From an optimization exercise on the open Yosys and OpenROAD flow, aimed at small area, a short achievable clock period and few clock cycles per item; shortcuts taken in it are not production practice.
The RTL was checked by simulation tests, not by an equivalence proof against the original design.
Power is estimated from default activity; no workload was simulated.

==> build 57 <==
// multiply_32
module multiply_32 #(parameter N=32) (clk, reset, enable, multiplier, multiplicand, ready, product_upper, product_lower);
clock: 14.0 ns
lec_check: 0
cap_margin: 20
core_margin: 2
core_utilization: 40
slew_margin: 20
synth_hierarchical: 1
synth_minimum_keep_size: 0
standard.sh (not shown) runs the stock make flow with config.mk's settings and CLKGATE_MAP_FILE= SYNTH_SCRIPT=/design/flow/synth_recipe.tcl, a recipe that flattens the netlist after the stock synthesis.
==> flow/flow/run.sh <==
#!/bin/bash
set -e
export DONT_BUFFER_PORTS=1
export PRE_GLOBAL_PLACE_TCL=$PWD/flow/io_buffers.tcl
export SETUP_SLACK_MARGIN=7.5
bash standard.sh > standard.log 2>&1
==> flow/flow/io_buffers.tcl <==
buffer_ports -inputs -buffer_cell sky130_fd_sc_hd__buf_6
buffer_ports -outputs -buffer_cell sky130_fd_sc_hd__buf_2
==> trial 81: changes against build 57 <==
==> flow/flow/run.sh (replaced) <==
#!/bin/bash
set -e
export BUFFER_PORTS_ARGS="-buffer_cell sky130_fd_sc_hd__buf_2"
export SKIP_BUFFER_REMOVAL=1
export SETUP_SLACK_MARGIN=8.5
bash standard.sh > standard.log 2>&1
removed: flow/flow/io_buffers.tcl
==> trial 27: changes against build 57 <==
==> flow/flow/run.sh (replaced) <==
#!/bin/bash
set -e
export BUFFER_PORTS_ARGS="-buffer_cell sky130_fd_sc_hd__buf_2"
export SKIP_BUFFER_REMOVAL=1
export SETUP_SLACK_MARGIN=7.5
bash standard.sh > standard.log 2>&1
CORE_UTILIZATION = 50   (was 40)
CTS_BUF_LIST = sky130_fd_sc_hd__clkbuf_4 sky130_fd_sc_hd__clkbuf_8   (was unset)
PLACE_DENSITY = 0.65   (was unset)
removed: flow/flow/io_buffers.tcl
==> trial 37: changes against build 57 <==
==> flow/flow/run.sh (replaced) <==
#!/bin/bash
set -e
export DONT_BUFFER_PORTS=1
export PRE_GLOBAL_PLACE_TCL=$PWD/flow/io_buffers.tcl
bash standard.sh > standard.log 2>&1
==> comparison <==
Of trial 37 and trial 27, trial 27 has the higher utilization (gap 12 points). Cell count: trial 81 > build 57 > trial 37 > trial 27. Of trial 81 and trial 37, trial 37 has the higher count of clock-buffer cells in the layout (gap 2). The highest wire length belongs to trial 81, the lowest to build 57. Between build 57 and trial 37, the lower worst setup slack is in trial 37 (gap 0.64 ns). Sequential share of layout area, highest first: trial 37, build 57, trial 27, trial 81. Design area: trial 81 > trial 27 > build 57 > trial 37. Via count: build 57 < trial 37 < trial 27 < trial 81.
==> figures <==
	build 57	trial 27	trial 37	trial 81
Outcome	finished clean	finished clean	finished clean	finished clean
Largest stage delay, worst path	0.57 ns	0.60 ns	0.66 ns	0.61 ns
Met1 usage in global routing	0.339	0.410	0.352	0.421
Antenna fix cells	0	3	0	5
Count of instances resized after the clock tree is built	6	96	0	913
Later-pin clock latency in the skew report	0.48 ns	0.57 ns	0.44 ns	0.45 ns
CP Capture Type	output pin	flip-flop	output pin	flip-flop
Type of origin of the critical path	flip-flop	input port	flip-flop	input port
Power density cells	257 mW/mm^2	261 mW/mm^2	272 mW/mm^2	251 mW/mm^2
M1 wire length	39.1 mm	36.1 mm	40.0 mm	46.9 mm
Global-route wire length before repair	157 mm	160 mm	157 mm	213 mm
Total of plain and repair buffers excluding clock buffers	2	148	1	639
Met2 Wirelength	47.9 mm	48.0 mm	47.2 mm	64.0 mm
Ratio of layout area to synthesized area	0.9972x	1.026x	0.9857x	1.412x
Fraction of layout instances using a drive strength above 1	0.0975	0.147	0.0484	0.540
Part of the cycle the worst path needs	0.455	0.472	0.501	0.470
Drt initial violations	2020	2414	2266	4442
Mean number of vias per cell	5.66	6.14	5.71	6.22
Testbench counts of build 57, summed over its fixed seeds: cycles 2,400, items 2,400.
Testbench counts of trial 81, summed over its fixed seeds: cycles 2,400, items 2,400.
Testbench counts of trial 27, summed over its fixed seeds: cycles 2,400, items 2,400.
Testbench counts of trial 37, summed over its fixed seeds: cycles 2,400, items 2,400.

========
==> run a <==
Starting RTL as in the previous note.
export LEC_CHECK = 0
export CAP_MARGIN = 20
export CORE_MARGIN = 2
export CORE_UTILIZATION = 70
export CTS_BUF_LIST = sky130_fd_sc_hd__clkbuf_4 sky130_fd_sc_hd__clkbuf_8
export PLACE_DENSITY = 0.8
export SLEW_MARGIN = 20
export SYNTH_HIERARCHICAL = 1
export SYNTH_MINIMUM_KEEP_SIZE = 0
create_clock -name core_clock -period 14.0 [get_ports {clk}]
==> flow/flow/run.sh <==
#!/bin/bash
set -e
export BUFFER_PORTS_ARGS="-buffer_cell sky130_fd_sc_hd__buf_2"
export SKIP_BUFFER_REMOVAL=1
export SETUP_SLACK_MARGIN=7.5
bash standard.sh > standard.log 2>&1
==> run b (differences from run a) <==
Settings changed: CORE_UTILIZATION 70 to 40, CTS_BUF_LIST sky130_fd_sc_hd__clkbuf_4 sky130_fd_sc_hd__clkbuf_8 to default, PLACE_DENSITY 0.8 to default.
==> run c (differences from run a) <==
Settings changed: CAP_MARGIN 20 to 0, CORE_UTILIZATION 70 to 60, PLACE_DENSITY 0.8 to 0.7, SLEW_MARGIN 20 to 0.
==> notes <==
- In clock skew, run a and run c do not differ.
- Non-clock buffer count, lowest first: run c, run a, run b.
- Combinational power, lowest first: run c, run b, run a.
- Sequential share of layout area: run c > run a > run b.
- Design area, lowest first: run c, run a, run b.
- Between run a and run c, the lower critical path depth is in run c (gap 2).
- Count of clock-buffer cells in the layout is the same in run c and run a.
- Fmax: run a is lower than run c (about 1.2%).
- Core utilization: run a > run c > run b.
==> figures <==
metric                                                                           run a                   run b                   run c
Startpoint kind of the worst setup timing path                               flip-flop               input pin               input pin
Setup ws final                                                                 7.40 ns                 7.53 ns                 7.48 ns
Type of the setup path with the least slack                   flip-flop to output port  input pin to flip-flop  input pin to flip-flop
Fraction of final layout cells sized beyond drive strength 1                     14.8%                   17.9%                   14.3%
Reg-to-reg setup timing slack                                                 13.39 ns                13.40 ns                13.39 ns
Worst setup timing slack at the placement stage                                6.41 ns                 6.45 ns                 6.50 ns
Comb pwr share                                                                   82.9%                   82.0%                   82.4%
Cell total after placement                                                        3380                    3855                    3483
Worst supply voltage drop on vdd                                            0.000260 V              0.000344 V              0.000298 V
Tap cells                                                                          592                    1050                     688
Routed length on met1                                                          31.9 mm                 39.8 mm                 33.9 mm
Vias                                                                             24131                   22690                   22555
Fin area                                                                     33200 um2               34600 um2               32200 um2
Number of global-route vias before repair                                        26265                   24601                   25256
Outcome                                               no timing/DRC/antenna violations  no timing/DRC/antenna violations  no timing/DRC/antenna violations
Area growth syn-to-layout                                                        4.82%                   9.11%                   1.58%
Post-CTS setup buffers                                                               0                       3                       0
Worst Tran Pin Value                                                          0.991 ns                0.833 ns                0.750 ns
First-pass GRT wire length                                                      154 mm                  160 mm                  153 mm
Testbench counts of run a, summed over its fixed seeds: cycles 2,400, items 2,400.
Testbench counts of run b, summed over its fixed seeds: cycles 2,400, items 2,400.
Testbench counts of run c, summed over its fixed seeds: cycles 2,400, items 2,400.

[separate check: timing with driven ports]
No port has a modelled driver above. Below, the same layouts with a new extraction and two added sets of constraints. Step 1 sets driving cells, clkbuf_16 on the clock port and buf_2 on the other inputs (assumed; they add their load-dependent delay and slew). Step 2 times the ports against the registers' clock, not the clock port: input delays grow and output delays shrink by t, the midpoint of the rising clock arrivals with the driver on. a / b / c = no drivers / after step 1 / after step 2; a / b = the first two.
run | shift t [ns] | setup slack, ns | latest minus earliest clock arrival (ns) | worst slew at a driven data input, ns | slew violations | max-capacitance violations
build 57 | 0.542 | 7.631 / 6.848 / 6.306 | 0.021 / 0.021 | 3.11 | 0 / 124 | 0 / 1
trial 81 | 0.522 | 7.425 / 7.290 / 6.768 | 0.020 / 0.020 | 0.37 | 0 / 0 | 0 / 0
trial 27 | 0.627 | 7.396 / 7.385 / 6.758 | 0.032 / 0.032 | 0.08 | 0 / 0 | 0 / 0
trial 37 | 0.502 | 6.992 / 6.768 / 6.267 | 0.016 / 0.017 | 2.98 | 0 / 124 | 0 / 1
run a | 0.613 | 7.398 / 7.288 / 6.675 | 0.047 / 0.047 | 0.34 | 0 / 0 | 0 / 0
run b | 0.549 | 7.532 / 7.524 / 6.975 | 0.016 / 0.016 | 0.11 | 0 / 0 | 0 / 0
run c | 0.619 | 7.477 / 7.475 / 6.856 | 0.028 / 0.029 | 0.10 | 0 / 0 | 0 / 0
After both steps setup and hold are still met in every run listed. The drivers bring new slew violations in build 57 and trial 37. The drivers bring new capacitance violations in build 57 and trial 37. For build 57, which loses most, drivers alone change the setup slack by -0.783 ns; drivers and shift together by -1.325 ns.
